Background: an optimization exercise with open tools, aiming at small area. Do not read the settings as production practice. In this exercise RTL edits were held to simulation tests only and were not proved equivalent to the original. The clock port is modelled as an ideal driver; clocking choices that lean on that would not hold on a real chip.

==> constraint.sdc <==
create_clock -name core_clock -period 32.0 [get_ports {clk}]
set_input_delay 6.4000 -clock core_clock [delete_from_list [all_inputs] [get_ports {clk}]]
set_output_delay 6.4000 -clock core_clock [all_outputs]
set_load 0.01 [all_outputs]
==> run.sh <==
#!/bin/bash
# synth_recipe.tcl (not shown) runs the flow's synth.tcl, then flattens the netlist and writes it again
# the make line also repeats each setting of config.mk as NAME=value (left out here)
make -C /OpenROAD-flow-scripts/flow DESIGN_CONFIG=/design/flow/config.mk WORK_HOME=/design/flow/orfs CLKGATE_MAP_FILE= SYNTH_SCRIPT=/design/flow/synth_recipe.tcl finish
==> design.v <==
module pwm_module #(
    parameter PWM_RES = 2500
)(
    input wire clk,                       
    input wire reset,                     
    input wire enable,                    
    input wire signed [8:0] pwm_input,    
    output reg ChannelA,                  
    output reg ChannelB,                  
    output reg PWM_out                    
);
    reg [11:0] counter;                   
    reg [11:0] duty_cycle;                
    reg direction;                        
    always @(posedge clk or posedge reset) begin
        if (reset) begin
            duty_cycle <= 0;
            direction <= 0;
        end else if (enable) begin
            if (pwm_input > 0) begin
                duty_cycle <= (pwm_input * PWM_RES) / 255;
                direction <= 0;   
            end else if (pwm_input < 0) begin
                duty_cycle <= ((-pwm_input) * PWM_RES) / 255;
                direction <= 1;   
            end else begin
                duty_cycle <= 0;
                direction <= 0;   
            end
        end else begin
            duty_cycle <= 0;
            direction <= 0;
        end
    end
    always @(posedge clk or posedge reset) begin
        if (reset) begin
            counter <= 0;
        end else if (enable) begin
            if (counter >= PWM_RES - 1)
                counter <= 0;
            else
                counter <= counter + 1;
        end else begin
            counter <= 0;
        end
    end
    always @(posedge clk or posedge reset) begin
        if (reset) begin
            PWM_out <= 0;
        end else if (enable) begin
            PWM_out <= (counter < duty_cycle) ? 1'b1 : 1'b0;
        end else begin
            PWM_out <= 0;
        end
    end
    always @(posedge clk or posedge reset) begin
        if (reset) begin
            ChannelA <= 0;
            ChannelB <= 0;
        end else if (enable) begin
            if (direction == 0) begin
                ChannelA <= 1;   
                ChannelB <= 0;
            end else begin
                ChannelA <= 0;   
                ChannelB <= 1;
            end
        end else begin
            ChannelA <= 0;
            ChannelB <= 0;
        end
    end
endmodule
module pwm_bus_demo #(
		parameter pwm_WIDTH = 16,
        parameter DATA_WIDTH = 16
	) (
		input  wire [7:0]  slave_address,      
		input  wire        slave_read,         
		output reg  [DATA_WIDTH-1:0] slave_readdata,     
		input  wire        slave_write,        
		input  wire [DATA_WIDTH-1:0] slave_writedata,    
		input  wire        clk,           
		input  wire        reset,         
        input  wire [(DATA_WIDTH/8)-1:0] slave_byteenable,
        output wire channel_A,   
        output wire channel_B,   
        output wire pwm_out
	);
    reg [31:0] mem;
    wire enable = 1'b1;
    reg signed [8:0] pwmInput;
    pwm_module my_ip(
    .clk(clk),                       
    .reset(reset),                     
    .enable(enable),                    
    .pwm_input(pwmInput),    
    .ChannelA(channel_A),                  
    .ChannelB(channel_B),                  
    .PWM_out(pwm_out)                  
);
    always @(posedge clk or posedge reset) begin
        if (reset) begin
            mem <= 32'b0;
            pwmInput <= 9'sd0;
        end else begin
            if (slave_write) begin
                mem <= slave_writedata;
                pwmInput <= slave_writedata[8:0]; 
            end
        end
    end
    always @(posedge clk) begin
        if (!reset && slave_read) begin
            slave_readdata <= mem;
        end
    end
endmodule
==> config.mk <==
export PLATFORM = sky130hd
export DESIGN_NAME = pwm_bus_demo
export DESIGN_NICKNAME = pwm_bus_demo
export VERILOG_FILES = /design/flow/design.v
export SDC_FILE = /design/flow/constraint.sdc
export NUM_CORES = 4
export LEC_CHECK = 0
export CAP_MARGIN = 20
export CORE_MARGIN = 2
export CORE_UTILIZATION = 40
export SLEW_MARGIN = 20
==> summary.md, run 1 <==
| Metric | Value |
|---|---|
| Outcome | timing/DRC/antenna clean |
| Overall routed net length | 87500 um |
| Clock Skew | 6.02 ps |
| Setup crit start kind | register |
| PortBufs | 38 |
| Slew HR | 0.314 |
| Remaining Overflow, GRT | 0 |
| Worst setup path startpoint | pwmInput[0]$_DFFE_PP0P_ |
| Drt pass-1 iters | 5 |
| Syn-to-layout area delta | 13.4% |
| Vias per Instance | 6.08 |
| Slew Limit Fails | 0 |
| Hold WS | 375 ps |
| Req. time, crit path | 32210 ps |
| Final setup violation count | 0 |
| Clk sinks | 60 |
| Synth area leader | ha_1 |
| Io pins | 49 |
| Avg WL per Cell | 18.3 um |
| TritonCTS clock tree | done |
| Post-synth ARST share | 0.733 |
| Remaining DRCs | 0 |
| Placement Cell Area | 0.0301 mm^2 |
| Hold Vio Cnt, Final | 0 |
| Syn avg cell area | 7.38 um^2 |
| Post-Syn Nets | 4006 |
| # diodes | 0 |
| Placed Instances | 4742 |
| Post-synth EDFFs | 16 |
| Most common cell after layout, fill and taps aside | nor2_1 |
| Remaining antenna violation count | 0 |
| Max frequency | 33.3 MHz |
| Root buf cell | clkbuf_16 |
| Core Rows | 95 |
| Drt initial violations | 2312 |
| Most frequent cells in the layout | nor2_1 (305), nand2_1 (283), buf_4 (282), xnor2_1 (260), inv_1 (257) |
| Metal3 WL | 4910 um |
| Hold Buf Count CTS | 0 |
| Pre-CTS WS | 718 ps |
| Vias in the first global route | 27200 |
| Cells after synthesis | 3700 |
| Max cap viols | 0 |
| Tcrit/Tclk final | 0.938 |
| Total CTS buffers | 9 |
| Worst hold path class | reg2reg |
| Worst-Margin Slew | 1020 ps |
| Die area | 0.0704 mm^2 |
| Top cells by area, synth | ha_1 (8.9%), xnor2_1 (8.5%), fa_1 (5.9%) |
| Chip width | 265 um |
| Ys Warns | 2 |
| Setup ws final | 1970 ps |
| WHS Path Cells | 0 |
| Initial antenna violation count | 2 |
| Tot GR Track Use | 0.243 |
| Gpl congestion | 0.958 |
| Main synth FF type | dfrtp_1 |
| M1 WL | 41700 um |
| Crit path arrival time | 30240 ps |
| Final #Nets | 4209 |
| Fin Setup TNS | 0 ps |
| Final Instance Area | 0.0310 mm^2 |
| Worst-skew pair later-pin latency | 350 ps |
| CP max stage cell | or4_1 |
| Setup CP Type | reg2reg |
| Max incr delay on CP | 620 ps |
| CP dominant cell by count | buf_4 |
| Layout cells sized above 1 | 0.149 |
| Synthesized flop and latch total | 60 |
| Htree depth | 3 |
| Metal2 WL | 39300 um |
| Sequential-to-total area share from yosys stat | 0.0579 |
| Core area | 0.0674 mm^2 |
| Fin crit period | 30030 ps |
| Max Used Layer | met5 |
| Die height | 265 um |
| Critical path peak fanout | 18 |
| Cells on worst reg2reg path | 110 |
| First-pass GRT wire length | 143000 um |
| Final std cells w/o fill | 4781 |
| DP Wirelength | 71700 um |
| Post-synthesis cell area | 0.0273 mm^2 |
| Clk slew on worst S/H paths | 50 ps |
| Vias | 29100 |
| Worst hold start | my_ip.direction$_DFF_PP0_ |
| RR Startpoint | pwmInput[0]$_DFFE_PP0P_ |
| Initial Utilization | 0.405 |
| Top-area cell type share of the netlist area | 0.0893 |
| Post-synth cell types | 157 |
| Largest net degree at the start of global routing | 45 |
| Crit end category | register |
| Buffer depth of the longest clock path | 2 |
[worst paths after layout]
kind,endpoint,slack (ps)
worst max-delay path,my_ip.duty_cycle[10]$_DFF_PP0_,1970
worst min-delay path,my_ip.ChannelB$_DFF_PP0_,380
worst max register to register,my_ip.duty_cycle[10]$_DFF_PP0_,1970
worst min register to register,my_ip.ChannelB$_DFF_PP0_,380
max in group asynchronous,pwmInput[2]$_DFFE_PP0P_,24890
min in group asynchronous,mem[13]$_DFFE_PP0P_,6520
[logic make-up after synthesis]
logic type,Yosys count,share of synthesized area
buffers and inverters,395,0.0628
and+or+nand+nor,1427,0.278
xor gates and xnor gates,373,0.123
DFF,60,0.0579
adders and majority gates,281,0.151
muxes,67,0.0255
AOI/OAI and AO/OA,1097,0.303
[area by class of cell]
class,count,area [um^2]
timing repair buffer,323,2540
tap,873,1090
sequential,60,1580
multi-input combinational,3245,24400
clock buffer,15,288
clock inverter,1,30.0
inverter,264,1010
fill,6812,36400
[through the flow]
step / util
2_1_floorplan: -
4_1_cts: 0.451
3_3_place_gp: 0.446
3_5_place_dp: 0.446
5_1_grt: 0.460
6_report: 0.460
[timing repair]
item | 4_1_cts | 5_1_grt
buffers inserted | 0 | 23
endpoints found under the hold margin | 0 | 0
resized for setup | 0 | 81
setup endpoints to repair | 0 | 12
[cell usage after synthesis (all sizes together), types with 69 or more instances]
library cell and instances:
nor2 313, nand2 285, xnor2 269, inv 263
ha 195, o21ai 192, a21oi 190, nand3 163
nor3 153, xor2 103, fa 81, a31oi 73
buf 71, nand4 69
[metal layers]
layer / global-route usage / up-vias
li1: - / 14300
met1: 0.344 / 13900
met4: 0.0470 / 2
met3: 0.0308 / 90
met5: 0 / -
met2: 0.395 / 819
[state kept, by name, indices dropped and copies added, names as in the netlist]
signal	flops
slave_readdata	16
my_ip.counter	12
my_ip.duty_cycle	12
mem	8
pwmInput	8
my_ip.ChannelA	1
my_ip.ChannelB	1
my_ip.PWM_out	1
my_ip.direction	1
[worst max-delay path, delay by kind of cell (launching register included)]
kind                     cells  cell delay [ps]
AND/OR/NAND/NOR             36             9820
adder cells (fa/ha/maj)     10             3820
multiplexers                 3             1220
XOR/XNOR                     5             1160
buffers and inverters       15             2970
flip-flops                   1              500
AO/OA/AOI/OAI               41            10290
==> run 2, diff against run 1 <==
==> design.v (replaced) <==
module pwm_module (
    input wire clk,
    input wire reset,                     
    input wire [8:0] pwm_input,           
    output reg ChannelA,
    output reg ChannelB,
    output reg PWM_out
);
    reg [7:0] quo;
    reg [8:0] rem;
    reg       cmp_q;                      
    reg       direction;                  
    wire [9:0] rem_inc = {1'b0, rem} + 10'd51;
    wire       step    = rem_inc[9];
    always @(posedge clk or posedge reset) begin
        if (reset) begin
            rem <= 9'd113;
            quo <= 8'd0;
        end else begin
            rem <= rem + (step ? 9'd63 : 9'd51);
            if (step)
                quo <= (quo == 8'd254) ? 8'd0 : quo + 8'd1;
        end
    end
    wire       s   = pwm_input[8];
    wire [7:0] x   = pwm_input[7:0] ^ {8{s}};
    wire [8:0] sum = {1'b0, x} + {1'b0, ~quo} + {8'd0, s};
    always @(posedge clk or posedge reset) begin
        if (reset) begin
            cmp_q     <= 1'b0;
            direction <= 1'b0;
            PWM_out   <= 1'b0;
            ChannelA  <= 1'b0;
            ChannelB  <= 1'b0;
        end else begin
            cmp_q     <= sum[8];
            direction <= s;
            PWM_out   <= cmp_q;
            ChannelA  <= ~direction;
            ChannelB  <= direction;
        end
    end
endmodule
module pwm_bus_demo #(
        parameter pwm_WIDTH = 16,
        parameter DATA_WIDTH = 16
    ) (
        input  wire [7:0]  slave_address,      
        input  wire        slave_read,         
        output reg  [DATA_WIDTH-1:0] slave_readdata,     
        input  wire        slave_write,        
        input  wire [DATA_WIDTH-1:0] slave_writedata,    
        input  wire        clk,           
        input  wire        reset,         
        input  wire [(DATA_WIDTH/8)-1:0] slave_byteenable,
        output wire channel_A,   
        output wire channel_B,   
        output wire pwm_out
    );
    reg [DATA_WIDTH-1:0] mem;
    pwm_module my_ip(
        .clk(clk),
        .reset(reset),
        .pwm_input(mem[8:0]),
        .ChannelA(channel_A),
        .ChannelB(channel_B),
        .PWM_out(pwm_out)
    );
    always @(posedge clk or posedge reset) begin
        if (reset)
            mem <= {DATA_WIDTH{1'b0}};
        else if (slave_write)
            mem <= slave_writedata;
    end
    always @(posedge clk) begin
        if (!reset && slave_read)
            slave_readdata <= mem;
    end
endmodule
==> flow/run.sh (new file) <==
#!/bin/bash
# Own layout flow: the standard ORFS flow (standard.sh, unchanged synthesis),
# with the smallest buffer on the ports and a lighter clock tree.
set -euo pipefail
cd "$(dirname "$0")/.."
# Every port still gets its own buffer, just the 1x one (the design runs at 32 ns).
export BUFFER_PORTS_ARGS="-buffer_cell sky130_fd_sc_hd__buf_1"
# Clock tree from small clock buffers, without dummy loads.
export CTS_ARGS="-sink_clustering_enable -repair_clock_nets -dont_use_dummy_load -buf_list {sky130_fd_sc_hd__clkbuf_4 sky130_fd_sc_hd__clkbuf_8}"
bash standard.sh > flow_standard.log 2>&1
==> standard.sh (new file) <==
#!/bin/bash
# synth_recipe.tcl (not shown) runs the flow's synth.tcl, then flattens the netlist and writes it again
# the make line also repeats each setting of config.mk as NAME=value (left out here)
make -C /OpenROAD-flow-scripts/flow DESIGN_CONFIG=/design/flow/config.mk WORK_HOME=/design/flow/orfs CLKGATE_MAP_FILE= SYNTH_SCRIPT=/design/flow/synth_recipe.tcl "${@:-finish}"
removed: run.sh
==> summary.md, run 2 <==
| Metric | Value |
|---|---|
| Clk slew on worst S/H paths | 60 ps (about the same) |
| Filler cells | 514 (-92%) |
| Worst path cell trace | buf_1 -> mux2_2 |
| Layout cells sized above 1 | 0.131 (-0.0174) |
| # diodes | 0 (unchanged) |
| Die height | 80.3 um (-70%) |
| Clock Skew | 30.3 ps (+24.3 ps) |
| Syn avg cell area | 12.9 um^2 (+75%) |
| First-pass GRT wire length | 6310 um (-96%) |
| Fin crit period | 7340 ps (-22690 ps) |
| Initial Utilization | 0.418 (+0.0128) |
| Core area | 0.00557 mm^2 (-92%) |
| Outcome | timing/DRC/antenna clean |
| CP max stage cell | buf_1 |
| Avg WL per Cell | 12.7 um (-31%) |
| Chip width | 80.3 um (-70%) |
| Hold Buf Count CTS | 0 (unchanged) |
| WHS Path Cells | 0 (unchanged) |
| Clk sinks | 54 (-10%) |
| Post-CTS Setup Repair Bufs | 0 (unchanged) |
| Post-Syn Nets | 222 (-94%) |
| Most instantiated cells after synthesis | dfrtp_1 (34), edfxtp_1 (16), mux2_2 (15) |
| Io pins | 49 (unchanged) |
| Footprint of the multi-input gates | 806 um^2 (-97%) |
| Remaining DRCs | 0 (unchanged) |
| Tot GR Track Use | 0.128 (-0.115) |
| Fin Setup TNS | 0 ps (unchanged) |
| Hold Vio Cnt, Final | 0 (unchanged) |
| Setup crit start kind | primary input |
| Post-synthesis cell area | 0.00233 mm^2 (-91%) |
| Main synth FF type | dfrtp_1 |
| Crit path arrival time | 7500 ps (-22740 ps) |
| Hold Crit Endpoint | my_ip.PWM_out$_DFF_PP0_ |
| Worst-Margin Slew | 928 ps (-93.7 ps) |
| Final #Nets | 265 (-94%) |
| Max cap viols | 0 (unchanged) |
| Ys Warns | 2 (unchanged) |
| Syn-to-layout area delta | 12.5% |
| Die area | 0.00645 mm^2 (-91%) |
| Overall routed net length | 3720 um (-96%) |
| Critical path peak fanout | 17 (-1) |
| Tcrit/Tclk final | 0.229 (-0.709) |
| Final setup violation count | 0 (unchanged) |
| Register Area | 0.00144 mm^2 (-9.2%) |
| Largest registers | mem (16), slave_readdata (16), my_ip.rem (9) |
| Worst hold start | my_ip.cmp_q$_DFF_PP0_ |
| Most frequent cells in the layout | buf_1 (38), dfrtp_1 (34), edfxtp_1 (16), mux2_2 (15), inv_1 (14) |
| Post-synth EDFFs | 16 (unchanged) |
| Post-synth cell types | 30 (-81%) |
| Cells after synthesis | 180 (-95%) |
| Synthesized flop and latch total | 54 (-10%) |
| RSZ-0062 raised after global routing | false |
| Vias in the first global route | 1354 (-95%) |
| Drt pass-1 iters | 4 (-1) |
| Initial antenna violation count | 0 (-2) |
| Top-area cell type share of the netlist area | 0.365 (+0.276) |
| Reg2reg end | my_ip.rem[8]$_DFF_PP0_ |
| Remaining antenna violation count | 0 (unchanged) |
| R2R Setup Slk | 29710 ps (+27740 ps) |
| RR Startpoint | my_ip.rem[1]$_DFF_PP0_ |
| Most frequent cell after synthesis | dfrtp_1 |
| Buffers and inverters on the worst path | 1 (-14) |
| Vias | 1418 (-95%) |
| PortBufs | 38 (unchanged) |
| Post-synth ARST share | 0.704 (-0.0296) |
| Synth area leader | dfrtp_1 |
| Most common cell after layout, fill and taps aside | buf_1 |
| Htree depth | 2 (-1) |
| Worst-skew pair later-pin latency | 310 ps (-40 ps) |
| Slew HR | 0.381 (+0.0674) |
| DP Wirelength | 2660 um (-96%) |
| Max frequency | 136 MHz (+310%) |
| Sequential-to-total area share from yosys stat | 0.617 (+0.559) |
| TritonCTS clock tree | done |
| Crit end category | register |
| Remaining Overflow, GRT | 0 (unchanged) |
| Drt initial violations | 51 (-98%) |
| Setup CP Type | in2reg |
| Largest net degree at the start of global routing | 39 (-13%) |
| Core Rows | 27 (-72%) |
| Top cells by area, synth | dfrtp_1 (37%), edfxtp_1 (21%), mux2_2 (7.3%) |
| PostCTS Resize Cnt | 0 (unchanged) |
| Req. time, crit path | 32160 ps (-50 ps) |
| Root buf cell | clkbuf_8 |
| Buffer depth of the longest clock path | 2 (unchanged) |
| Cells on worst reg2reg path | 8 (-93%) |
| Slew Limit Fails | 0 (unchanged) |
| Total CTS buffers | 5 (-4) |
| CP top delay family | buffers and inverters |
| Gpl congestion | 0.731 (-24%) |
| Vias per Instance | 4.84 (-20%) |
| Max incr delay on CP | 670 ps (+50 ps) |
| Worst hold path class | reg2reg |
==> run 2: layout make-up <==
cell class	count	area share
Multi-Input combinational cell	107	0.308
Timing Repair Buffer	40	0.0602
Inverter	15	0.0234
Sequential cell	54	0.548
Tap cell	72	0.0344
Clock buffer	5	0.0263
==> run 2: stage by stage <==
step,instances,hold slack [ps],setup WS (ps),cell area [um^2],util
2_1_floorplan,180,331,24450,2330,-
3_3_place_gp,288,335,24350,2550,0.458
3_5_place_dp,288,343,24310,2550,0.458
4_1_cts,293,372,24620,2620,0.470
5_1_grt,293,390,24570,2620,0.470
6_report,293,366,24660,2620,0.470
==> run 2: cells by family after synthesis <==
family          Yosys count  share of synthesized area
xor+xnor                 13                     0.0489
simple gates             36                     0.0757
flops                    54                      0.617
fa+ha+maj                12                     0.0644
mux                      16                     0.0768
buf+inv                  19                     0.0376
compound gates           30                     0.0800
==> run 2: how the worst max path moves through the flow <==
stage	startpoint	to	cells after the start
finish	slave_write	mem[1]$_DFFE_PP0P_	2
global route	slave_write	mem[1]$_DFFE_PP0P_	2
CTS	slave_write	mem[1]$_DFFE_PP0P_	2
detailed placement	slave_write	mem[1]$_DFFE_PP0P_	2
global placement	slave_write	mem[14]$_DFFE_PP0P_	2
floorplan	slave_read	slave_readdata[0]$_DFFE_PP_	1
==> run 2: metal layers <==
layer,track usage,vias up,routed length (um),share of wire
met3,0.0303,7,156,0.042
li1,-,709,-,-
met1,0.178,671,1850,0.50
met5,0,-,0,0
met2,0.196,31,1660,0.45
met4,0.0458,0,55,0.015
==> run 3, diff against run 2 <==
==> run.sh (new file) <==
#!/bin/bash
# synth_recipe.tcl (not shown) runs the flow's synth.tcl, then flattens the netlist and writes it again
# the make line also repeats each setting of config.mk as NAME=value (left out here)
make -C /OpenROAD-flow-scripts/flow DESIGN_CONFIG=/design/flow/config.mk WORK_HOME=/design/flow/orfs CLKGATE_MAP_FILE= SYNTH_SCRIPT=/design/flow/synth_recipe.tcl finish
removed: flow/run.sh
removed: standard.sh
==> summary.md, run 3 <==
| Metric | Value |
|---|---|
| Outcome | timing/DRC/antenna clean |
| Drt pass-1 iters | 4 (unchanged) |
| Core Util, Final | 0.517 (+0.0469) |
| Final #Nets | 265 (unchanged) |
| Hold Buf Count CTS | 0 (unchanged) |
| First-pass GRT wire length | 6720 um (+6.6%) |
| Top cells by area, synth | dfrtp_1 (37%), edfxtp_1 (21%), mux2_2 (7.3%) |
| Post-synth cell types | 30 (unchanged) |
| Initial Utilization | 0.418 (unchanged) |
| PortBufs | 38 (unchanged) |
| Post-CTS Setup Repair Bufs | 0 (unchanged) |
| Initial antenna violation count | 0 (unchanged) |
| RSZ-0062 raised after global routing | false |
| Worst hold path class | reg2reg |
| Syn-to-layout area delta | 23.7% |
| Setup CP Type | in2reg |
| Max incr delay on CP | 980 ps (+310 ps) |
| Post-synth EDFFs | 16 (unchanged) |
| Overall routed net length | 3950 um (+6.0%) |
| Root buf cell | clkbuf_8 |
| Main synth FF type | dfrtp_1 |
| Synthesized flop and latch total | 54 (unchanged) |
| Buffers and inverters on the worst path | 1 (unchanged) |
| Largest net degree at the start of global routing | 39 (unchanged) |
| Ys Warns | 2 (unchanged) |
| Worst-skew pair later-pin latency | 300 ps (about the same) |
| CP top delay family | buffers and inverters |
| Filler cells | 490 (-4.7%) |
| Crit path arrival time | 7800 ps (+300 ps) |
| Cells after synthesis | 180 (unchanged) |
| Remaining antenna violation count | 0 (unchanged) |
| Clk slew on worst S/H paths | 90 ps (+30 ps) |
| Top-area cell type share of the netlist area | 0.365 (unchanged) |
| # diodes | 0 (unchanged) |
| Layout cells sized above 1 | 0.143 (+0.0116) |
| Avg WL per Cell | 13.3 um (+5.0%) |
| Post-Syn Nets | 222 (unchanged) |
| Remaining DRCs | 0 (unchanged) |
| Gpl congestion | 0.765 (+4.7%) |
| Max frequency | 131 MHz (-3.5%) |
| Setup ws final | 24390 ps (-268 ps) |
| Crit end category | register |
| Sequential-to-total area share from yosys stat | 0.617 (unchanged) |
| Vias | 1442 (+1.7%) |
| Vias per Instance | 4.87 (+0.66%) |
| Most frequent cell after synthesis | dfrtp_1 |
| Syn avg cell area | 12.9 um^2 (unchanged) |
| Die height | 80.3 um (unchanged) |
| Htree depth | 2 (unchanged) |
| CP max stage cell | clkdlybuf4s50_1 |
| Tcrit/Tclk final | 0.238 (+0.00839) |
| Worst path cell trace | clkdlybuf4s50_1 -> mux2_2 |
| Synth area leader | dfrtp_1 |
| Worst-Margin Slew | 790 ps (-139 ps) |
| Req. time, crit path | 32190 ps (+30 ps) |
| Total CTS buffers | 5 (unchanged) |
| Slew Limit Fails | 0 (unchanged) |
| Hold WS | 355 ps (-10.8 ps) |
| Hold Vio Cnt, Final | 0 (unchanged) |
| Vias in the first global route | 1501 (+11%) |
| Pre-CTS WS | 24050 ps (-265 ps) |
| Post-synth ARST share | 0.704 (unchanged) |
| Slew HR | 0.472 (+0.0908) |
| TritonCTS clock tree | done |
| Setup crit start kind | primary input |
| PostCTS Resize Cnt | 0 (unchanged) |
| Clk sinks | 54 (unchanged) |
| Io pins | 49 (unchanged) |
| Most common cell after layout, fill and taps aside | clkdlybuf4s50_1 |
| Critical path peak fanout | 17 (unchanged) |
| Core area | 0.00557 mm^2 (unchanged) |
| DP Wirelength | 2830 um (+6.4%) |
| Tot GR Track Use | 0.133 (+0.00454) |
| Largest registers | mem (16), slave_readdata (16), my_ip.rem (9) |
| Chip width | 80.3 um (unchanged) |
| Post-synthesis cell area | 0.00233 mm^2 (unchanged) |
| Die area | 0.00645 mm^2 (unchanged) |
| Most instantiated cells after synthesis | dfrtp_1 (34), edfxtp_1 (16), mux2_2 (15) |
| Core Rows | 27 (unchanged) |
| Drt initial violations | 60 (+18%) |
| Fin Setup TNS | 0 ps (unchanged) |
| Buffer depth of the longest clock path | 2 (unchanged) |
| Most frequent cells in the layout | clkdlybuf4s50_1 (38), dfrtp_1 (34), edfxtp_1 (16), mux2_2 (15), inv_1 (14) |
| Remaining Overflow, GRT | 0 (unchanged) |
| Final setup violation count | 0 (unchanged) |
| Fin crit period | 7610 ps (+268 ps) |
| Clock Skew | 10.5 ps (-19.8 ps) |
| Max cap viols | 0 (unchanged) |
## run 3: cell counts after synthesis
Identical to the previous run, type by type.
## run 3: area by class of cell
| cell class | instances | area [um^2] | share of cell area |
|---|---|---|---|
| Timing Repair Buffer | 40 | 395 | 0.137 |
| Multi-Input combinational cell | 107 | 806 | 0.280 |
| Sequential cell | 54 | 1440 | 0.498 |
| Clock inverter | 3 | 23.8 | 0.00825 |
| Clock buffer | 5 | 68.8 | 0.0239 |
| Inverter | 15 | 61.3 | 0.0213 |
| Tap cell | 72 | 90.1 | 0.0313 |
## run 3: worst paths after layout
check / start / endpoint / slack, ps / cells past startpoint
min: my_ip.cmp_q$_DFF_PP0_ / my_ip.PWM_out$_DFF_PP0_ / 360 / 0
max: slave_write / mem[1]$_DFFE_PP0P_ / 24390 / 2
max in group asynchronous: reset / my_ip.rem[5]$_DFF_PP1_ / 25090 / 3
max reg2reg: my_ip.rem[1]$_DFF_PP0_ / my_ip.rem[8]$_DFF_PP0_ / 29750 / 8
min in group asynchronous: reset / mem[12]$_DFFE_PP0P_ / 6550 / 3
min reg2reg: my_ip.cmp_q$_DFF_PP0_ / my_ip.PWM_out$_DFF_PP0_ / 360 / 0
## run 3: cell families (layout without fill, tap and decap cells)
group | count (synthesis) | in the layout | share of synthesized area
xor+xnor | 13 | 13 | 0.0489
flops | 54 | 54 | 0.617
fa+ha+maj | 12 | 12 | 0.0644
mux | 16 | 16 | 0.0768
buf+inv | 19 | 63 | 0.0376
simple gates | 36 | 36 | 0.0757
compound gates | 30 | 30 | 0.0800
## run 3: per-stage QoR
stage	cells	area [um^2]
after floorplan	180	2330
after global placement	288	2790
after detailed placement	288	2790
after CTS	296	2880
after global routing	296	2880
final	296	2880
## run 3: metal layers
| metal | global-route usage | routed length, um |
|---|---|---|
| met5 | 0 | 0 |
| met4 | 0.0305 | 42 |
| met3 | 0.0292 | 179 |
| met2 | 0.235 | 1940 |
| met1 | 0.165 | 1790 |
==> run 4, diff against run 3 <==
==> flow/run.sh (new file) <==
#!/bin/bash
# Own layout flow for pwm_bus_demo:
#  1. the standard synthesis, unchanged (standard.sh synth);
#  2. the combinational cells between the registers re-mapped by ABC for area
#     (registers are kept as they are: same instances, names and cell types);
#  3. the rest of the standard ORFS flow, with the 1x buffer on every port
#     and a clock tree without dummy loads.
# Each tool's output goes to a log of its own in the work folder.
set -euo pipefail
cd "$(dirname "$0")/.."
W=$PWD
P=${FLOW_PLATFORM:-sky130hd}
R=$W/orfs/results/$P/pwm_bus_demo/base
LIB=$FLOW_HOME/platforms/$P/lib/sky130_fd_sc_hd__tt_025C_1v80.lib
YOSYS=$(command -v yosys || echo "$FLOW_HOME/../tools/install/yosys/bin/yosys")

export BUFFER_PORTS_ARGS="-buffer_cell sky130_fd_sc_hd__buf_1"
export CTS_ARGS="-sink_clustering_enable -repair_clock_nets -dont_use_dummy_load"

bash standard.sh synth > log_1_standard_synth.log 2>&1
cp "$R/1_2_yosys.v" "$W/synth_standard.v"

# Cells the platform marks don't-use, for ABC to leave out.
DONT_USE=$(sed -n '/^export DONT_USE_CELLS/,/^$/p' "$FLOW_HOME/platforms/$P/config.mk" \
  | grep -o 'sky130_fd_sc_hd__[A-Za-z0-9_]*' | sed 's/^/-dont_use /' | tr '\n' ' ')

cat > "$W/reopt.ys" <<EOF
read_liberty -ignore_miss_func $LIB
read_verilog $W/synth_standard.v
hierarchy -top $FLOW_TOP
setattr -mod -set keep_hierarchy 1 sky130_fd_sc_hd__df* sky130_fd_sc_hd__edf* sky130_fd_sc_hd__sdf* sky130_fd_sc_hd__dl*
flatten
techmap
opt -fast
select $FLOW_TOP
abc -liberty $LIB -script $W/flow/area.abc $DONT_USE
opt_clean
write_verilog -noattr -selected $W/synth_reopt.v
EOF
"$YOSYS" -s "$W/reopt.ys" > log_2_reopt.log 2>&1
cp "$W/synth_reopt.v" "$R/1_2_yosys.v"
rm -f "$R/1_synth.odb" "$R/1_synth.sdc"

bash standard.sh > log_3_standard_layout.log 2>&1
==> flow/area.abc (new file) <==
strash
&get -n
&deepsyn -T 30
&put
dch -f
amap
==> standard.sh (new file) <==
#!/bin/bash
# synth_recipe.tcl (not shown) runs the flow's synth.tcl, then flattens the netlist and writes it again
# the make line also repeats each setting of config.mk as NAME=value (left out here)
make -C /OpenROAD-flow-scripts/flow DESIGN_CONFIG=/design/flow/config.mk WORK_HOME=/design/flow/orfs CLKGATE_MAP_FILE= SYNTH_SCRIPT=/design/flow/synth_recipe.tcl "${@:-finish}"
removed: run.sh
==> summary.md, run 4 <==
| Metric | Value |
|---|---|
| Crit path arrival time | 7870 ps (+70 ps) |
| Vias in the first global route | 1221 (-19%) |
| Remaining antenna violation count | 0 (unchanged) |
| Drt pass-1 iters | 4 (unchanged) |
| Chip width | 74.8 um (-6.8%) |
| Core Rows | 25 (-7.4%) |
| Core Util, Final | 0.484 (-0.0328) |
| Worst-Margin Slew | 619 ps (-171 ps) |
| Worst-skew pair later-pin latency | 290 ps (about the same) |
| Die height | 74.8 um (-6.8%) |
| Placed Instances | 272 (-5.6%) |
| Most common cell after layout, fill and taps aside | buf_1 |
| Placement Cell Area | 0.00225 mm^2 (-19%) |
| Initial Utilization | 0.419 (+0.00139) |
| Max cap viols | 0 (unchanged) |
| Crit end category | register |
| Fin Setup TNS | 0 ps (unchanged) |
| Clock Skew | 15.3 ps (+4.78 ps) |
| Hold Buf Count CTS | 0 (unchanged) |
| Syn-to-layout area delta | 15.5% |
| CP top delay family | buffers and inverters |
| Final std cells w/o fill | 277 (-6.4%) |
| Cells after synthesis | 165 (-8.3%) |
| Setup crit start kind | primary input |
| PostCTS Resize Cnt | 0 (unchanged) |
| Setup ws final | 24310 ps (-78.2 ps) |
| Filler cells | 458 (-6.5%) |
| Worst path cell trace | buf_1 -> clkinv_1 -> o22a_1 |
| Clk sinks | 54 (unchanged) |
| Final setup violation count | 0 (unchanged) |
| Slew Limit Fails | 0 (unchanged) |
| Post-synthesis cell area | 0.00201 mm^2 (-14%) |
| Post-CTS Setup Repair Bufs | 0 (unchanged) |
| Drt initial violations | 55 (-8.3%) |
| DP Wirelength | 2320 um (-18%) |
| Io pins | 49 (unchanged) |
| # diodes | 0 (unchanged) |
| Remaining DRCs | 0 (unchanged) |
| Ys Warns | 2 (unchanged) |
| Outcome | timing/DRC/antenna clean |
| Worst hold path class | reg2reg |
| Tot GR Track Use | 0.131 (-0.00142) |
| Initial antenna violation count | 0 (unchanged) |
| TritonCTS clock tree | done |
| Gpl congestion | 0.755 (-1.4%) |
| Req. time, crit path | 32180 ps (about the same) |
| Buffers and inverters on the worst path | 2 (+1) |
| Final #Nets | 242 (-8.7%) |
| Htree depth | 2 (unchanged) |
| First-pass GRT wire length | 5460 um (-19%) |
| Slew HR | 0.587 (+0.115) |
| Setup CP Type | in2reg |
| Register Area | 0.00144 mm^2 (unchanged) |
| Hold Vio Cnt, Final | 0 (unchanged) |
| Vias | 1292 (-10%) |
| Max frequency | 130 MHz (-1.0%) |
| CP max stage cell | clkinv_1 |
| Vias per Instance | 4.66 (-4.3%) |
| Critical path peak fanout | 19 (+2) |
| Core area | 0.00479 mm^2 (-14%) |
| Most frequent cells in the layout | buf_1 (38), dfrtp_1 (34), nor2_1 (30), nand2_1 (17), edfxtp_1 (16) |
| Clk slew on worst S/H paths | 90 ps (about the same) |
| Fin crit period | 7690 ps (+78.2 ps) |
| Die area | 0.00560 mm^2 (-13%) |
| Buffer depth of the longest clock path | 2 (unchanged) |
| Tcrit/Tclk final | 0.240 (+0.00244) |
| Footprint of the multi-input gates | 518 um^2 (-36%) |
| PortBufs | 38 (unchanged) |
| RSZ-0062 raised after global routing | false |
| Post-Syn Nets | 195 (-12%) |
| Avg WL per Cell | 11.9 um (-10%) |
| Overall routed net length | 3310 um (-16%) |
| Largest registers | mem (16), slave_readdata (16), my_ip.rem (9) |
| Layout cells sized above 1 | 0.0524 (-0.0905) |
| Max incr delay on CP | 650 ps (-330 ps) |
| Syn avg cell area | 12.2 um^2 (-6.0%) |
| Final Instance Area | 0.00232 mm^2 (-20%) |
| Root buf cell | clkbuf_8 |
| Pre-CTS WS | 23950 ps (-98.6 ps) |
| Remaining Overflow, GRT | 0 (unchanged) |
| Largest net degree at the start of global routing | 39 (unchanged) |
| Total CTS buffers | 5 (unchanged) |
run 4: final timing paths:
kind	startpoint	end	slack, ps	cells after the start
max	slave_write	mem[14]$_DFFE_PP0P_	24310	3
max reg2reg	my_ip.rem[0]$_DFF_PP1_	my_ip.quo[7]$_DFFE_PP0N_	29360	11
min	my_ip.cmp_q$_DFF_PP0_	my_ip.PWM_out$_DFF_PP0_	360	0
min reg2reg	my_ip.cmp_q$_DFF_PP0_	my_ip.PWM_out$_DFF_PP0_	360	0
max in group asynchronous	reset	my_ip.rem[5]$_DFF_PP1_	25440	3
min in group asynchronous	reset	mem[10]$_DFFE_PP0P_	6180	3
run 4: cell type report:
cell class	count	area share
inverters	14	0.0227
well taps	67	0.0362
repair buffers	40	0.0680
clock buffers	5	0.0297
flip-flops and latches	54	0.620
multi-input cells	97	0.224
run 4: worst register-to-register path, stage by stage, from the launching register on:
cell      delay [ps]
dfstp_2          550
or2_0            240
a311o_1          270
and3_1           210
nand2_1          160
a21oi_1          220
and2_0           230
nand2_1           90
nor2_1           150
clkinv_1         120
nor2_1           160
o21ai_0          100
run 4: metrics by stage:
step | hold WS, ps
floorplan | 331
global placement | 336
detailed placement | 339
CTS | 358
global route | 371
finish | 355
run 4: routing by layer:
metal,vias to the layer above,global-route usage,wire (um)
li1,669,-,-
met1,589,0.162,1530
met2,30,0.215,1550
met3,4,0.0442,185
met4,0,0.0476,45
met5,-,0,0
==> run 5, diff against run 4 <==
--- a/flow/run.sh
+++ b/flow/run.sh
@@ -17,3 +17,3 @@
 export BUFFER_PORTS_ARGS="-buffer_cell sky130_fd_sc_hd__buf_1"
-export CTS_ARGS="-sink_clustering_enable -repair_clock_nets -dont_use_dummy_load"
+export CTS_ARGS="-sink_clustering_enable -sink_clustering_size 64 -sink_clustering_max_diameter 1000 -buf_list sky130_fd_sc_hd__clkbuf_8 -root_buf sky130_fd_sc_hd__clkbuf_8 -repair_clock_nets -dont_use_dummy_load"
 
--- a/config.mk
+++ b/config.mk
@@ -7,5 +7,5 @@
 export LEC_CHECK = 0
-export CAP_MARGIN = 20
+export CAP_MARGIN = 0
 export CORE_MARGIN = 2
 export CORE_UTILIZATION = 40
-export SLEW_MARGIN = 20
+export SLEW_MARGIN = 0
==> summary.md, run 5 <==
| Metric | Value |
|---|---|
| Die height | 74.8 um (unchanged) |
| Fin crit period | 7690 ps (unchanged) |
| Max incr delay on CP | 650 ps (about the same) |
| Max frequency | 130 MHz (unchanged) |
| Hold Vio Cnt, Final | 0 (unchanged) |
| Setup CP Type | in2reg |
| Remaining Overflow, GRT | 0 (unchanged) |
| Most common cell after layout, fill and taps aside | buf_1 |
| Req. time, crit path | 32180 ps (about the same) |
| Crit end category | register |
| Initial antenna violation count | 0 (unchanged) |
| Layout cells sized above 1 | 0.0524 (unchanged) |
| Clock Skew | 15.3 ps (unchanged) |
| Drt initial violations | 55 (unchanged) |
| Final #Nets | 242 (unchanged) |
| Syn avg cell area | 12.2 um^2 (unchanged) |
| Post-synthesis cell area | 0.00201 mm^2 (unchanged) |
| Remaining antenna violation count | 0 (unchanged) |
| Ys Warns | 2 (unchanged) |
| Worst hold path class | reg2reg |
| Buffer depth of the longest clock path | 2 (unchanged) |
| Cells on worst reg2reg path | 11 (unchanged) |
| Setup crit start kind | primary input |
| # diodes | 0 (unchanged) |
| Remaining DRCs | 0 (unchanged) |
| Worst-Margin Slew | 619 ps (unchanged) |
| Chip width | 74.8 um (unchanged) |
| Core Rows | 25 (unchanged) |
| Fin Setup TNS | 0 ps (unchanged) |
| CP max stage cell | clkinv_1 |
| Vias per Instance | 4.66 (unchanged) |
| Most frequent cells in the layout | buf_1 (38), dfrtp_1 (34), nor2_1 (30), nand2_1 (17), edfxtp_1 (16) |
| Io pins | 49 (unchanged) |
| Cells after synthesis | 165 (unchanged) |
| Root buf cell | clkbuf_8 |
| Htree depth | 2 (unchanged) |
| Core area | 0.00479 mm^2 (unchanged) |
| TritonCTS clock tree | done |
| Largest net degree at the start of global routing | 39 (unchanged) |
| Vias | 1292 (unchanged) |
| DP Wirelength | 2320 um (unchanged) |
| Worst-skew pair later-pin latency | 290 ps (about the same) |
| Worst path cell trace | buf_1 -> clkinv_1 -> o22a_1 |
| Slew HR | 0.587 (unchanged) |
| RSZ-0062 raised after global routing | false |
| PostCTS Resize Cnt | 0 (unchanged) |
| Post-Syn Nets | 195 (unchanged) |
| PortBufs | 38 (unchanged) |
| Drt pass-1 iters | 4 (unchanged) |
| Slew Limit Fails | 0 (unchanged) |
| Pre-CTS WS | 23950 ps (unchanged) |
| Clk sinks | 54 (unchanged) |
| First-pass GRT wire length | 5460 um (unchanged) |
| Final setup violation count | 0 (unchanged) |
| Overall routed net length | 3310 um (unchanged) |
| Tot GR Track Use | 0.131 (unchanged) |
| Max cap viols | 0 (unchanged) |
| Crit path arrival time | 7870 ps (about the same) |
| Setup ws final | 24310 ps (unchanged) |
| Post-CTS Setup Repair Bufs | 0 (unchanged) |
| Initial Utilization | 0.419 (unchanged) |
| Gpl congestion | 0.755 (unchanged) |
| Hold Buf Count CTS | 0 (unchanged) |
| Largest registers | mem (16), slave_readdata (16), my_ip.rem (9) |
| Die area | 0.00560 mm^2 (unchanged) |
| Total CTS buffers | 5 (unchanged) |
| Clk slew on worst S/H paths | 90 ps (about the same) |
| Outcome | timing/DRC/antenna clean |
| WHS Path Cells | 0 (unchanged) |
| Vias in the first global route | 1221 (unchanged) |
| Syn-to-layout area delta | 15.5% (unchanged) |
| Avg WL per Cell | 11.9 um (unchanged) |
| Critical path peak fanout | 19 (unchanged) |
| Tcrit/Tclk final | 0.240 (unchanged) |
run 5: path summary, 6_finish.rpt:
path / start / end / slack [ps]
max: slave_write / mem[14]$_DFFE_PP0P_ / 24310
min: my_ip.cmp_q$_DFF_PP0_ / my_ip.PWM_out$_DFF_PP0_ / 360
max reg2reg: my_ip.rem[0]$_DFF_PP1_ / my_ip.quo[7]$_DFFE_PP0N_ / 29360
min reg2reg: my_ip.cmp_q$_DFF_PP0_ / my_ip.PWM_out$_DFF_PP0_ / 360
max in group asynchronous: reset / my_ip.rem[5]$_DFF_PP1_ / 25440
min in group asynchronous: reset / mem[10]$_DFFE_PP0P_ / 6180
run 5: worst max-delay path: cells and delay by family:
| family | cells | cell delay, ps |
|---|---|---|
| buf+inv | 2 | 1110 |
| compound gates | 1 | 360 |
run 5: through the flow:
stage,hold slack [ps],util,cell area [um^2],instances
after floorplan,331,-,2010,165
after global placement,336,0.470,2250,272
after detailed placement,339,0.470,2250,272
after CTS,358,0.484,2320,277
after global routing,371,0.484,2320,277
final,355,0.484,2320,277
run 5: layer usage:
metal | wire [um] | part of all wire | global-route usage
met1 | 1530 | 0.46 | 0.162
met2 | 1550 | 0.47 | 0.215
met3 | 185 | 0.056 | 0.0442
met4 | 45 | 0.014 | 0.0476
met5 | 0 | 0 | 0
run 5: cell type report:
type                    instances  area, um^2
multi-input cells              97         518
inverters                      14        52.6
repair buffers                 40         158
clock buffers                   5        68.8
flip-flops and latches         54        1440
well taps                      67        83.8
fillers                       458        2470
==> run 6, diff against run 5 <==
--- a/flow/run.sh
+++ b/flow/run.sh
@@ -17,3 +17,3 @@
 export BUFFER_PORTS_ARGS="-buffer_cell sky130_fd_sc_hd__buf_1"
-export CTS_ARGS="-sink_clustering_enable -sink_clustering_size 64 -sink_clustering_max_diameter 1000 -buf_list sky130_fd_sc_hd__clkbuf_8 -root_buf sky130_fd_sc_hd__clkbuf_8 -repair_clock_nets -dont_use_dummy_load"
+export CTS_ARGS="-sink_clustering_enable -sink_clustering_size 64 -sink_clustering_max_diameter 1000 -buf_list sky130_fd_sc_hd__clkbuf_16 -root_buf sky130_fd_sc_hd__clkbuf_16 -repair_clock_nets -dont_use_dummy_load"
 
==> summary.md, run 6 <==
| Metric | Value |
|---|---|
| Outcome | timing/DRC/antenna clean |
| Clk sinks | 54 (unchanged) |
| Vias in the first global route | 1209 (-0.98%) |
| Slew Limit Fails | 0 (unchanged) |
| Hold Vio Cnt, Final | 0 (unchanged) |
| Syn avg cell area | 12.2 um^2 (unchanged) |
| Final #Nets | 242 (unchanged) |
| Metal3 WL | 197 um (+6.5%) |
| Footprint of the multi-input gates | 518 um^2 (unchanged) |
| CP top delay family | buffers and inverters |
| Die area | 0.00560 mm^2 (unchanged) |
| CP max stage cell | clkinv_1 |
| Largest net degree at the start of global routing | 39 (unchanged) |
| First-pass GRT wire length | 5450 um (-0.24%) |
| Buffers and inverters on the worst path | 2 (unchanged) |
| Overall routed net length | 3290 um (-0.54%) |
| Htree depth | 2 (unchanged) |
| Vias per Instance | 4.68 (+0.39%) |
| TritonCTS clock tree | done |
| Layout cells sized above 1 | 0.0524 (unchanged) |
| Syn-to-layout area delta | 18.3% |
| Post-Syn Nets | 195 (unchanged) |
| Crit path arrival time | 7860 ps (about the same) |
| Slew HR | 0.586 (-0.00134) |
| Clock Skew | 9.60 ps (-5.73 ps) |
| Most frequent cells in the layout | buf_1 (38), dfrtp_1 (34), nor2_1 (30), nand2_1 (17), edfxtp_1 (16) |
| Max cap viols | 0 (unchanged) |
| Tot GR Track Use | 0.132 (+0.000854) |
| Ys Warns | 2 (unchanged) |
| Chip width | 74.8 um (unchanged) |
| Hold Buf Count CTS | 0 (unchanged) |
| Remaining DRCs | 0 (unchanged) |
| Tcrit/Tclk final | 0.241 (+0.000381) |
| Req. time, crit path | 32170 ps (about the same) |
| Setup CP Type | in2reg |
| Initial Utilization | 0.419 (unchanged) |
| Root buf cell | clkbuf_16 |
| Max frequency | 130 MHz (-0.16%) |
| Vias | 1297 (+0.39%) |
| Core area | 0.00479 mm^2 (unchanged) |
| Fin crit period | 7700 ps (+12.2 ps) |
| Metal2 WL | 1530 um (-0.90%) |
| Worst-Margin Slew | 621 ps (+2.02 ps) |
| R2R Setup Slk | 29380 ps (+20 ps) |
| Avg WL per Cell | 11.9 um (-0.54%) |
| Post-synthesis cell area | 0.00201 mm^2 (unchanged) |
| Die height | 74.8 um (unchanged) |
| Remaining antenna violation count | 0 (unchanged) |
| Final setup violation count | 0 (unchanged) |
| Register Area | 0.00144 mm^2 (unchanged) |
| Drt initial violations | 42 (-24%) |
| PortBufs | 38 (unchanged) |
| Setup crit start kind | primary input |
| Worst path cell trace | buf_1 -> clkinv_1 -> o22a_1 |
| Io pins | 49 (unchanged) |
| Gpl congestion | 0.755 (unchanged) |
| Max Used Layer | met4 |
| Critical path peak fanout | 19 (unchanged) |
| Clk slew on worst S/H paths | 60 ps (-30 ps) |
| RSZ-0062 raised after global routing | false |
| Initial antenna violation count | 0 (unchanged) |
| # diodes | 0 (unchanged) |
| Worst hold path class | reg2reg |
| Filler cells | 458 (unchanged) |
| Fin Setup TNS | 0 ps (unchanged) |
| Remaining Overflow, GRT | 0 (unchanged) |
| Post-CTS Setup Repair Bufs | 0 (unchanged) |
| DP Wirelength | 2320 um (unchanged) |
| Core Util, Final | 0.496 (+0.0118) |
| M1 WL | 1490 um (-2.4%) |
| Cells after synthesis | 165 (unchanged) |
| Crit end category | register |
| Buffer depth of the longest clock path | 2 (unchanged) |
| Largest registers | mem (16), slave_readdata (16), my_ip.rem (9) |
| Total CTS buffers | 5 (unchanged) |
| Max incr delay on CP | 640 ps (about the same) |
| Worst-skew pair later-pin latency | 280 ps (about the same) |
| Most common cell after layout, fill and taps aside | buf_1 |
| Drt pass-1 iters | 4 (unchanged) |
| Core Rows | 25 (unchanged) |
| PostCTS Resize Cnt | 0 (unchanged) |
-- run 6: path summary, 6_finish.rpt --
path	startpoint	to	depth (start not counted)
setup / recovery	slave_write	mem[14]$_DFFE_PP0P_	3
hold / removal	my_ip.cmp_q$_DFF_PP0_	my_ip.PWM_out$_DFF_PP0_	0
setup reg to reg	my_ip.rem[0]$_DFF_PP1_	my_ip.quo[7]$_DFFE_PP0N_	11
hold reg to reg	my_ip.cmp_q$_DFF_PP0_	my_ip.PWM_out$_DFF_PP0_	0
max in group asynchronous	reset	my_ip.rem[5]$_DFF_PP1_	3
min in group asynchronous	reset	mem[10]$_DFFE_PP0P_	3
-- run 6: area by class of cell --
| type | count | share of cell area |
|---|---|---|
| clock buffers | 5 | 0.0527 |
| inverters | 14 | 0.0221 |
| multi-input cells | 97 | 0.218 |
| flip-flops and latches | 54 | 0.605 |
| well taps | 67 | 0.0353 |
| repair buffers | 40 | 0.0664 |
-- run 6: through the flow --
step / cell area (um^2) / instances / setup WS [ps] / hold WS, ps
2_1_floorplan: 2010 / 165 / 24450 / 331
3_3_place_gp: 2250 / 272 / 23940 / 336
3_5_place_dp: 2250 / 272 / 23950 / 339
4_1_cts: 2370 / 277 / 24260 / 353
5_1_grt: 2370 / 277 / 24070 / 365
6_report: 2370 / 277 / 24300 / 350
-- run 6: layer usage --
layer,vias to the layer above,track usage
met2,32,0.214
li1,669,-
met5,-,0
met1,589,0.160
met4,0,0.0595
met3,7,0.0442
==> run 7, diff against run 6 <==
--- a/flow/run.sh
+++ b/flow/run.sh
@@ -17,3 +17,8 @@
 export BUFFER_PORTS_ARGS="-buffer_cell sky130_fd_sc_hd__buf_1"
-export CTS_ARGS="-sink_clustering_enable -sink_clustering_size 64 -sink_clustering_max_diameter 1000 -buf_list sky130_fd_sc_hd__clkbuf_16 -root_buf sky130_fd_sc_hd__clkbuf_16 -repair_clock_nets -dont_use_dummy_load"
+# Clock buffers placed by flow/pre_cts.tcl (one per group of nearby registers)
+# before CTS, which then finds the clock already buffered and adds nothing.
+export PRE_CTS_TCL=$W/flow/pre_cts.tcl
+export CLK_BUF_GROUPS=${CLK_BUF_GROUPS:-4}
+export CLK_BUF_CELL=sky130_fd_sc_hd__clkbuf_8
+export CTS_ARGS="-sink_clustering_enable -repair_clock_nets -dont_use_dummy_load"
 
==> flow/pre_cts.tcl (new file) <==
# Clock buffering in place of CTS: the registers are split into CLK_BUF_GROUPS
# groups by position (along x), and one clock buffer placed at the centre of
# each group drives that group's clock pins. The clock port drives only these
# buffers' inputs.
set block [ord::get_db_block]
set dbu [$block getDbUnitsPerMicron]
set sinks {}
foreach pin [get_pins -of_objects [get_nets clk]] {
  if { [get_property $pin direction] ne "input" } { continue }
  set bb [[sta::sta_to_db_inst [get_cells -of_objects $pin]] getBBox]
  lappend sinks [list [expr {([$bb xMin] + [$bb xMax]) / 2.0}] [expr {([$bb yMin] + [$bb yMax]) / 2.0}] $pin]
}
set ng $::env(CLK_BUF_GROUPS)
set sinks [lsort -real -index 0 $sinks]
set n [llength $sinks]
# k-means on the register positions, started from equal slices along x
set cx {}; set cy {}
for {set g 0} {$g < $ng} {incr g} {
  set s [lindex $sinks [expr {(2 * $g + 1) * $n / (2 * $ng)}]]
  lappend cx [lindex $s 0]; lappend cy [lindex $s 1]
}
for {set it 0} {$it < 50} {incr it} {
  set groups {}
  for {set g 0} {$g < $ng} {incr g} { lappend groups {} }
  foreach s $sinks {
    set best 0; set bd 1e30
    for {set g 0} {$g < $ng} {incr g} {
      set d [expr {abs([lindex $s 0] - [lindex $cx $g]) + abs([lindex $s 1] - [lindex $cy $g])}]
      if {$d < $bd} { set bd $d; set best $g }
    }
    lset groups $best [concat [lindex $groups $best] [list $s]]
  }
  for {set g 0} {$g < $ng} {incr g} {
    set grp [lindex $groups $g]
    if {[llength $grp] == 0} { continue }
    set sx 0; set sy 0
    foreach s $grp { set sx [expr {$sx + [lindex $s 0]}]; set sy [expr {$sy + [lindex $s 1]}] }
    lset cx $g [expr {$sx / [llength $grp]}]; lset cy $g [expr {$sy / [llength $grp]}]
  }
}
for {set g 0} {$g < $ng} {incr g} {
  set grp [lindex $groups $g]
  if {[llength $grp] == 0} { continue }
  set sx 0; set sy 0; set pins {}
  foreach s $grp {
    set sx [expr {$sx + [lindex $s 0]}]
    set sy [expr {$sy + [lindex $s 1]}]
    lappend pins [lindex $s 2]
  }
  set x [expr {$sx / [llength $grp] / $dbu}]
  set y [expr {$sy / [llength $grp] / $dbu}]
  puts "clock buffer $g at $x $y for [llength $grp] registers"
  insert_buffer -buffer_cell $::env(CLK_BUF_CELL) -net clk -load_pins $pins \
    -location [list $x $y] -buffer_name clkbuf_$g -net_name clknet_$g
}
--- a/config.mk
+++ b/config.mk
@@ -7,5 +7,6 @@
 export LEC_CHECK = 0
-export CAP_MARGIN = 0
+export CAP_MARGIN = 20
 export CORE_MARGIN = 2
-export CORE_UTILIZATION = 40
-export SLEW_MARGIN = 0
+export CORE_UTILIZATION = 70
+export PLACE_DENSITY = 0.85
+export SLEW_MARGIN = 20
==> summary.md, run 7 <==
| Metric | Value |
|---|---|
| Fin Setup TNS | 0 ps (unchanged) |
| Register Area | 0.00144 mm^2 (unchanged) |
| Post-CTS Setup Repair Bufs | 0 (unchanged) |
| Worst path cell trace | buf_1 -> clkinv_1 -> o22a_1 |
| Largest registers | mem (16), slave_readdata (16), my_ip.rem (9) |
| Drt pass-1 iters | 4 (unchanged) |
| Syn-to-layout area delta | 12.5% |
| Setup crit start kind | primary input |
| Core area | 0.00273 mm^2 (-43%) |
| Final #Nets | 241 (-0.41%) |
| Syn avg cell area | 12.2 um^2 (unchanged) |
| Avg WL per Cell | 14.5 um (+22%) |
| Layout cells sized above 1 | 0.0478 (-0.00453) |
| CP top delay family | buffers and inverters |
| Clk slew on worst S/H paths | 80 ps (+20 ps) |
| Buffers and inverters on the worst path | 2 (unchanged) |
| Cells after synthesis | 165 (unchanged) |
| CP max stage cell | clkinv_1 |
| Max cap viols | 0 (unchanged) |
| RSZ-0062 raised after global routing | false |
| Remaining antenna violation count | 0 (unchanged) |
| Post-synthesis cell area | 0.00201 mm^2 (unchanged) |
| Core Rows | 19 (-24%) |
| Setup CP Type | in2reg |
| DP Wirelength | 2500 um (+7.6%) |
| Filler cells | 164 (-64%) |
| Initial antenna violation count | 0 (unchanged) |
| # diodes | 0 (unchanged) |
| Worst hold path class | reg2reg |
| Outcome | timing/DRC/antenna clean |
| Vias per Instance | 5.76 (+23%) |
| Remaining Overflow, GRT | 0 (unchanged) |
| Fin crit period | 7850 ps (+154 ps) |
| Crit end category | register |
| Setup crit end | mem[11]$_DFFE_PP0P_ |
| Worst-Margin Slew | 621 ps (-0.448 ps) |
| Largest net degree at the start of global routing | 39 (unchanged) |
| Hold Buf Count CTS | 0 (unchanged) |
| Stages on the worst setup path | 3 (unchanged) |
| Die area | 0.00331 mm^2 (-41%) |
| Critical path peak fanout | 19 (unchanged) |
| PortBufs | 38 (unchanged) |
| Most frequent cells in the layout | buf_1 (38), dfrtp_1 (34), nor2_1 (30), nand2_1 (17), edfxtp_1 (16) |
| Crit path arrival time | 7860 ps (about the same) |
| Reg2reg end | my_ip.quo[7]$_DFFE_PP0N_ |
| RR Startpoint | my_ip.rem[0]$_DFF_PP1_ |
| Placed Instances | 236 (-13%) |
| Footprint of the multi-input gates | 518 um^2 (unchanged) |
| Worst-skew pair later-pin latency | 160 ps (-120 ps) |
| R2R Setup Slk | 29180 ps (-200 ps) |
| Post-Syn Nets | 195 (unchanged) |
| First-pass GRT wire length | 5820 um (+6.7%) |
| Die height | 57.5 um (-23%) |
| Max frequency | 127 MHz (-2.0%) |
| PostCTS Resize Cnt | 0 (unchanged) |
| Drt initial violations | 50 (+19%) |
| Worst setup path startpoint | slave_write |
| Final setup violation count | 0 (unchanged) |
| Initial Utilization | 0.734 (+0.315) |
| Chip width | 57.5 um (-23%) |
| Ys Warns | 2 (unchanged) |
| Cells on worst reg2reg path | 11 (unchanged) |
| Gpl congestion | 0.787 (+4.2%) |
| Hold Vio Cnt, Final | 0 (unchanged) |
| Slew HR | 0.586 (about the same) |
| Tot GR Track Use | 0.224 (+0.0923) |
| Io pins | 49 (unchanged) |
| Max incr delay on CP | 630 ps (about the same) |
| Most common cell after layout, fill and taps aside | buf_1 |
| Tcrit/Tclk final | 0.245 (+0.00481) |
| Worst hold start | my_ip.cmp_q$_DFF_PP0_ |
| Vias | 1383 (+6.6%) |
| Overall routed net length | 3480 um (+5.7%) |
| Vias in the first global route | 1308 (+8.2%) |
| Slew Limit Fails | 0 (unchanged) |
| Req. time, crit path | 32010 ps (-160 ps) |
| Clock Skew | 19.0 ps (+9.39 ps) |
| Remaining DRCs | 0 (unchanged) |
| Final std cells w/o fill | 240 (-13%) |
run 7: routing by layer:
metal | track usage | up-vias | wire length, um
met5 | 0 | - | 0
met3 | 0.0181 | 5 | 206
met1 | 0.319 | 667 | 1470
met4 | 0.0233 | 0 | 36
met2 | 0.399 | 42 | 1760
li1 | - | 669 | -
run 7: cell type report, without the clock buffers:
cell class,count,area share
Timing Repair Buffer,40,0.0698
Tap cell,31,0.0172
Multi-Input combinational cell,97,0.229
Sequential cell,54,0.636
Inverter,14,0.0233
run 7: stage by stage:
| stage | setup slack, ps | area (um^2) | hold WS (ps) | utilization |
|---|---|---|---|---|
| floorplan | 24450 | 2010 | 331 | - |
| global placement | 24040 | 2200 | 337 | 0.806 |
| detailed placement | 23980 | 2200 | 343 | 0.806 |
| CTS | 24000 | 2260 | 343 | 0.826 |
| global route | 24010 | 2260 | 367 | 0.826 |
| finish | 24150 | 2260 | 358 | 0.826 |
run 7: how the worst min path moves through the flow:
stage               slack [ps]  depth (start not counted)                       to
floorplan                  330                          0  my_ip.PWM_out$_DFF_PP0_
global placement           340                          0  my_ip.PWM_out$_DFF_PP0_
detailed placement         340                          0  my_ip.PWM_out$_DFF_PP0_
CTS                        340                          0  my_ip.PWM_out$_DFF_PP0_
global route               370                          0  my_ip.PWM_out$_DFF_PP0_
finish                     360                          0  my_ip.PWM_out$_DFF_PP0_
==> run 8, diff against run 7 <==
--- a/flow/run.sh
+++ b/flow/run.sh
@@ -20,3 +20,3 @@
 export PRE_CTS_TCL=$W/flow/pre_cts.tcl
-export CLK_BUF_GROUPS=${CLK_BUF_GROUPS:-4}
+export CLK_BUF_GROUPS=${CLK_BUF_GROUPS:-3}
 export CLK_BUF_CELL=sky130_fd_sc_hd__clkbuf_8
==> summary.md, run 8 <==
| Metric | Value |
|---|---|
| Max frequency | 128 MHz (+0.18%) |
| Hold Buf Count CTS | 0 (unchanged) |
| Clock Skew | 4.48 ps (-14.5 ps) |
| Remaining DRCs | 0 (unchanged) |
| Layout cells sized above 1 | 0.0433 (-0.00458) |
| Vias per Instance | 5.77 (about the same) |
| First-pass GRT wire length | 5820 um (+0.12%) |
| Initial antenna violation count | 0 (unchanged) |
| Tot GR Track Use | 0.223 (-0.00159) |
| PostCTS Resize Cnt | 0 (unchanged) |
| Setup crit end | mem[11]$_DFFE_PP0P_ |
| Overall routed net length | 3440 um (-0.98%) |
| Core Rows | 19 (unchanged) |
| Syn-to-layout area delta | 11.8% |
| # diodes | 0 (unchanged) |
| Final std cells w/o fill | 239 (-0.42%) |
| Fin crit period | 7840 ps (-14.4 ps) |
| Max cap viols | 0 (unchanged) |
| Most frequent cells in the layout | buf_1 (38), dfrtp_1 (34), nor2_1 (30), nand2_1 (17), edfxtp_1 (16) |
| Worst-Margin Slew | 640 ps (+19.0 ps) |
| Outcome | timing/DRC/antenna clean |
| Fin Setup TNS | 0 ps (unchanged) |
| Vias | 1378 (-0.36%) |
| Syn avg cell area | 12.2 um^2 (unchanged) |
| RR Startpoint | my_ip.rem[0]$_DFF_PP1_ |
| Drt initial violations | 52 (+4.0%) |
| Die height | 57.5 um (unchanged) |
| PortBufs | 38 (unchanged) |
| Slew Limit Fails | 0 (unchanged) |
| Worst-skew pair later-pin latency | 160 ps (about the same) |
| Post-Syn Nets | 195 (unchanged) |
| Vias in the first global route | 1338 (+2.3%) |
| Most common cell after layout, fill and taps aside | buf_1 |
| Cells after synthesis | 165 (unchanged) |
| Post-synthesis cell area | 0.00201 mm^2 (unchanged) |
| Avg WL per Cell | 14.4 um (-0.56%) |
| Io pins | 49 (unchanged) |
| Placed Instances | 236 (unchanged) |
| Setup CP Type | in2reg |
| RSZ-0062 raised after global routing | false |
| Final setup violation count | 0 (unchanged) |
| Req. time, crit path | 32050 ps (+40 ps) |
| Setup crit start kind | primary input |
| Hold Vio Cnt, Final | 0 (unchanged) |
| Pre-CTS WS | 23980 ps (unchanged) |
| Critical path peak fanout | 19 (unchanged) |
| Crit end category | register |
| Clk slew on worst S/H paths | 100 ps (+20 ps) |
| Tcrit/Tclk final | 0.245 (-0.000450) |
| Die area | 0.00331 mm^2 (unchanged) |
| Core area | 0.00273 mm^2 (unchanged) |
| Final #Nets | 240 (-0.41%) |
| Gpl congestion | 0.787 (unchanged) |
| Ys Warns | 2 (unchanged) |
| Worst setup path startpoint | slave_write |
| DP Wirelength | 2500 um (unchanged) |
| Cells on worst reg2reg path | 11 (unchanged) |
| Post-CTS Setup Repair Bufs | 0 (unchanged) |
| Initial Utilization | 0.734 (unchanged) |
| Remaining Overflow, GRT | 0 (unchanged) |
| Drt pass-1 iters | 5 (+1) |
| Chip width | 57.5 um (unchanged) |
| Slew HR | 0.573 (-0.0127) |
| R2R Setup Slk | 29170 ps (about the same) |
| Worst hold path class | reg2reg |
| Crit path arrival time | 7890 ps (+30 ps) |
| Reg2reg end | my_ip.quo[7]$_DFFE_PP0N_ |
| Remaining antenna violation count | 0 (unchanged) |
| Setup ws final | 24160 ps (+14.4 ps) |
| Largest net degree at the start of global routing | 39 (unchanged) |
| Largest registers | mem (16), slave_readdata (16), my_ip.rem (9) |
==> run 8: cell count changes in the layout (fill, tap and decap cells not counted), sizes merged <==
cell and delta:
clkbuf -1
==> run 8: cell type report, without the clock buffers <==
cell class	instances	area, um^2
fill	168	489
multi-input combinational	97	518
tap	31	38.8
timing repair buffer	40	158
inverter	14	52.6
sequential	54	1440
==> run 8: stage by stage <==
| stage | hold WS, ps | util | instance area [um^2] |
|---|---|---|---|
| global placement | 337 | 0.806 | 2200 |
| global route | 372 | 0.821 | 2240 |
| detailed placement | 343 | 0.806 | 2200 |
| CTS | 343 | 0.821 | 2240 |
| floorplan | 331 | - | 2010 |
| finish | 363 | 0.821 | 2240 |
==> run 8: worst min path at each step <==
stage	start	end	slack [ps]	depth (start not counted)
final	my_ip.cmp_q$_DFF_PP0_	my_ip.PWM_out$_DFF_PP0_	360	0
after global routing	my_ip.cmp_q$_DFF_PP0_	my_ip.PWM_out$_DFF_PP0_	370	0
after CTS	my_ip.cmp_q$_DFF_PP0_	my_ip.PWM_out$_DFF_PP0_	340	0
after detailed placement	my_ip.cmp_q$_DFF_PP0_	my_ip.PWM_out$_DFF_PP0_	340	0
after global placement	my_ip.cmp_q$_DFF_PP0_	my_ip.PWM_out$_DFF_PP0_	340	0
after floorplan	my_ip.cmp_q$_DFF_PP0_	my_ip.PWM_out$_DFF_PP0_	330	0
==> run 8: routing by layer <==
metal,GRT usage,vias up,wire length [um]
met5,0,-,0
met1,0.300,671,1470
met2,0.404,35,1750
li1,-,667,-
met4,0.0399,0,38
met3,0.0181,5,180
==> run 8: worst max-delay path: stages <==
cell,delay (ps)
buf_1,480
clkinv_1,640
o22a_1,360

[re-timing with driven ports]
No port has a modelled driver above. Below, the same layouts with a new extraction and two added sets of constraints.
Step 1 sets driving cells, clkbuf_16 on the clock port and buf_2 on the other inputs (assumed; they add their load-dependent delay and slew).
Step 2 times the ports against the registers' clock, not the clock port: input delays grow and output delays shrink by t, the midpoint of the rising clock arrivals with the driver on.
a / b / c = ideal / step 1 / step 2; a / b = the first two.
run	t, ns	setup WS [ns]	cell pins on the clock port's net
run 1	0.411	1.972 / 1.972 / 1.972	1
run 2	0.319	24.661 / 24.661 / 24.343	1
run 3	0.323	24.393 / 24.388 / 24.065	1
run 4	0.315	24.315 / 24.315 / 24.000	1
run 5	0.315	24.315 / 24.315 / 24.000	1
run 6	0.310	24.302 / 24.307 / 23.997	1
run 7	0.191	24.148 / 24.167 / 23.976	4
run 8	0.201	24.163 / 24.177 / 23.976	3
After both steps setup and hold are still met in every run listed. For run 3, which loses most, drivers alone change the setup slack by -0.005 ns; drivers and shift together by -0.328 ns.
